What follows belongs to an exercise in optimizing a design on an open flow for small area; a production flow would make more cautious choices. Only simulation tests tie the RTL to the original design; equivalence was not proved.

## fir
module fir(
    input clk,
    input rst,
    input signed [15:0] x_in,
    output reg signed [31:0] y_out
);
==> flow/config.mk <==
export PLATFORM = sky130hd
export DESIGN_NAME = fir
export DESIGN_NICKNAME = fir
export VERILOG_FILES = /design/flow/design.v
export SDC_FILE = /design/flow/constraint.sdc
export NUM_CORES = 4
export LEC_CHECK = 0
export CAP_MARGIN = 20
export CORE_MARGIN = 2
export CORE_UTILIZATION = 70
export CTS_BUF_LIST = sky130_fd_sc_hd__clkbuf_8
export CTS_CLUSTER_DIAMETER = 70
export CTS_CLUSTER_SIZE = 18
export PLACE_DENSITY = 0.85
export SLEW_MARGIN = 20
export SYNTH_HIERARCHICAL = 1
export SYNTH_MINIMUM_KEEP_SIZE = 0
==> flow/constraint.sdc <==
create_clock -name core_clock -period 12.0 [get_ports {clk}]
set_input_delay 2.4000 -clock core_clock [delete_from_list [all_inputs] [get_ports {clk}]]
set_output_delay 2.4000 -clock core_clock [all_outputs]
set_load 0.01 [all_outputs]
standard.sh (not shown) runs the stock make flow with config.mk's settings and CLKGATE_MAP_FILE= SYNTH_SCRIPT=/design/flow/synth_recipe.tcl, a recipe that flattens the netlist after the stock synthesis.
==> flow/flow/run.sh <==
#!/bin/bash
# Own flow: the standard layout (standard.sh) with two changes:
#  - the port buffers that global placement inserts are the smallest buffer
#    cell (buf_1) instead of the default choice;
#  - clock tree synthesis does not add dummy loads.
set -euo pipefail
export BUFFER_PORTS_ARGS="-buffer_cell sky130_fd_sc_hd__buf_1"
export CTS_ARGS="-sink_clustering_enable -repair_clock_nets -sink_clustering_size 18 -sink_clustering_max_diameter 70 -buf_list sky130_fd_sc_hd__clkbuf_8 -dont_use_dummy_load"
bash standard.sh > standard.log 2>&1
==> next run, changes <==
--- a/flow/flow/run.sh
+++ b/flow/flow/run.sh
@@ -7,3 +7,3 @@
 export BUFFER_PORTS_ARGS="-buffer_cell sky130_fd_sc_hd__buf_1"
-export CTS_ARGS="-sink_clustering_enable -repair_clock_nets -sink_clustering_size 18 -sink_clustering_max_diameter 70 -buf_list sky130_fd_sc_hd__clkbuf_8 -dont_use_dummy_load"
+export CTS_ARGS="-sink_clustering_enable -repair_clock_nets -sink_clustering_size 10 -sink_clustering_max_diameter 40 -buf_list sky130_fd_sc_hd__clkbuf_4 -dont_use_dummy_load"
 bash standard.sh > standard.log 2>&1
Settings changed: CORE_UTILIZATION 70 to 60, PLACE_DENSITY 0.85 to 0.75.
Outcome:
- die area rose by 16%
- first-iteration DRC count falls by 6.7%
- via count hardly moves
- routed wire length goes up by 4.1%
==> next run, changes <==
--- a/flow/flow/run.sh
+++ b/flow/flow/run.sh
@@ -7,3 +7,3 @@
 export BUFFER_PORTS_ARGS="-buffer_cell sky130_fd_sc_hd__buf_1"
-export CTS_ARGS="-sink_clustering_enable -repair_clock_nets -sink_clustering_size 10 -sink_clustering_max_diameter 40 -buf_list sky130_fd_sc_hd__clkbuf_4 -dont_use_dummy_load"
+export CTS_ARGS="-sink_clustering_enable -repair_clock_nets -sink_clustering_size 18 -sink_clustering_max_diameter 70 -buf_list sky130_fd_sc_hd__clkbuf_8 -dont_use_dummy_load"
 bash standard.sh > standard.log 2>&1
Settings changed: CAP_MARGIN 20 to 0, SLEW_MARGIN 20 to 0.
After rerunning: The new run completed without violations. Final cell count shrinks slightly. Utilization drops by 0.15 points. Wire length is about the same. Non-clock buffer count stays the same. Count of clock-buffer cells in the layout fell by 20. Via count is about the same. Cell area barely changes. Worst hold slack gets better by 16 ps.

========
## run M
Another version of the RTL of fir (not shown whole).
Size in the first run: about 1100 cells after synthesis, roughly 50 I/O pins, ~0.021 mm2 of cells after synthesis.
## fir
module fir(
    input clk,
    input rst,
    input signed [15:0] x_in,
    output reg signed [31:0] y_out
);
    reg [15:0] r0;
    reg [15:0] r1;
    reg [15:0] r2;
    reg [15:0] r3;
    reg [15:0] r4;
    reg [15:0] r5;
    reg [15:0] r6;
    reg [15:0] r7;
    reg [15:0] r8;
    reg [15:0] r9;
    reg [15:0] r10;
    reg [15:0] r11;
    reg [15:0] r12;
    reg [15:0] r13;
    reg [15:0] r14;
    reg [15:0] r15;
    wire n1, n2;
    ha un1 (.a(r1[0]), .b(r15[0]), .s(n1), .co(n2));
    wire n3, n4;
    fa un3 (.a(r1[1]), .b(r15[1]), .c(n2), .s(n3), .co(n4));
    wire n5, n6;
    fa un5 (.a(r1[2]), .b(r15[2]), .c(n4), .s(n5), .co(n6));
    wire n7, n8;
    fa un7 (.a(r1[3]), .b(r15[3]), .c(n6), .s(n7), .co(n8));
    wire n9, n10;
    fa un9 (.a(r1[4]), .b(r15[4]), .c(n8), .s(n9), .co(n10));
    wire n11, n12;
    fa un11 (.a(r1[5]), .b(r15[5]), .c(n10), .s(n11), .co(n12));
    wire n13, n14;
    fa un13 (.a(r1[6]), .b(r15[6]), .c(n12), .s(n13), .co(n14));
    wire n15, n16;
    fa un15 (.a(r1[7]), .b(r15[7]), .c(n14), .s(n15), .co(n16));
    wire n17, n18;
    fa un17 (.a(r1[8]), .b(r15[8]), .c(n16), .s(n17), .co(n18));
    wire n19, n20;
    fa un19 (.a(r1[9]), .b(r15[9]), .c(n18), .s(n19), .co(n20));
    wire n21, n22;
    ha un21 (.a(r1[10]), .b(r15[10]), .s(n21), .co(n22));
    wire n23, n24;
    fa un23 (.a(r1[11]), .b(r15[11]), .c(n22), .s(n23), .co(n24));
    wire n25, n26;
    fa un25 (.a(r1[12]), .b(r15[12]), .c(n24), .s(n25), .co(n26));
    wire n27, n28;
    fa un27 (.a(r1[13]), .b(r15[13]), .c(n26), .s(n27), .co(n28));
    wire n29, n30;
    fa un29 (.a(r1[14]), .b(r15[14]), .c(n28), .s(n29), .co(n30));
    wire n31, n32;
    fa un31 (.a(r1[15]), .b(r15[15]), .c(n30), .s(n31), .co(n32));
    wire n33, n34;
    ha un33 (.a(r2[0]), .b(r14[0]), .s(n33), .co(n34));
    wire n35, n36;
  ...
Settings: LEC_CHECK=0, CAP_MARGIN=20, CORE_MARGIN=2, CORE_UTILIZATION=40, CTS_BUF_LIST=sky130_fd_sc_hd__clkbuf_8, CTS_CLUSTER_DIAMETER=60, CTS_CLUSTER_SIZE=16, PLACE_DENSITY=0.6, SLEW_MARGIN=20, SYNTH_HIERARCHICAL=1, SYNTH_MINIMUM_KEEP_SIZE=0; clock period 12.0 ns.
run.sh (not shown) runs the stock make flow with config.mk's settings and CLKGATE_MAP_FILE= SYNTH_SCRIPT=/design/flow/synth_recipe.tcl, a recipe that flattens the netlist after the stock synthesis.
Stock flow here: none of the scripts above is used.
Run M went all the way through the flow, and no timing, DRC or antenna check failed.
Inputs modified between run M and run C:
Settings: swapping 16 for 20 in CTS_CLUSTER_SIZE; swapping 60 for 80 in CTS_CLUSTER_DIAMETER.
### Flow results
- STATUS final area: run C wins against run M
- Run C -> run M: depth of the worst hold-timing path delta 0, exact match
- Diff run M -> run C: share of the clock period used by the worst path lower, length of routed met2 wiring roughly the same.
- Going from run M to run C, global-route usage over all layers closely matched the old numbers, iteration-0 DRC count of the detailed router decreased by about 5% relative to the old numbers.
- Via count normalized by instance count essentially unchanged between run C and run M.

separate check: timing with driven ports:
The flow's constraints put no driver on any port. The routed layouts listed below were extracted and timed again, unchanged, in two steps. Step 1, drivers: a clkbuf_16 drives clk and a buf_2 each remaining input, both assumed. Step 2 also shifts input and output timing later by t, the mid clock arrival at the registers, as if the neighbouring blocks saw the same clock. Slacks: ideal ports / drivers / drivers and shift; pairs: ideal ports / drivers.
| run | t, ns | slack for setup (ns) | worst register clock-pin slew, ns |
|---|---|---|---|
| the first run of note 1 | 0.591 | 0.273 / 0.273 / 0.273 | 0.11 / 0.11 |
| the second run of note 1 | 0.696 | 0.306 / 0.306 / 0.306 | 0.11 / 0.11 |
| the third run of note 1 | 0.605 | 0.275 / 0.275 / 0.275 | 0.11 / 0.11 |
| run M | 0.679 | 0.925 / 0.925 / 0.925 | 0.10 / 0.10 |
| run C | 0.653 | 0.945 / 0.945 / 0.945 | 0.12 / 0.12 |
After both steps every run listed still meets setup and hold.
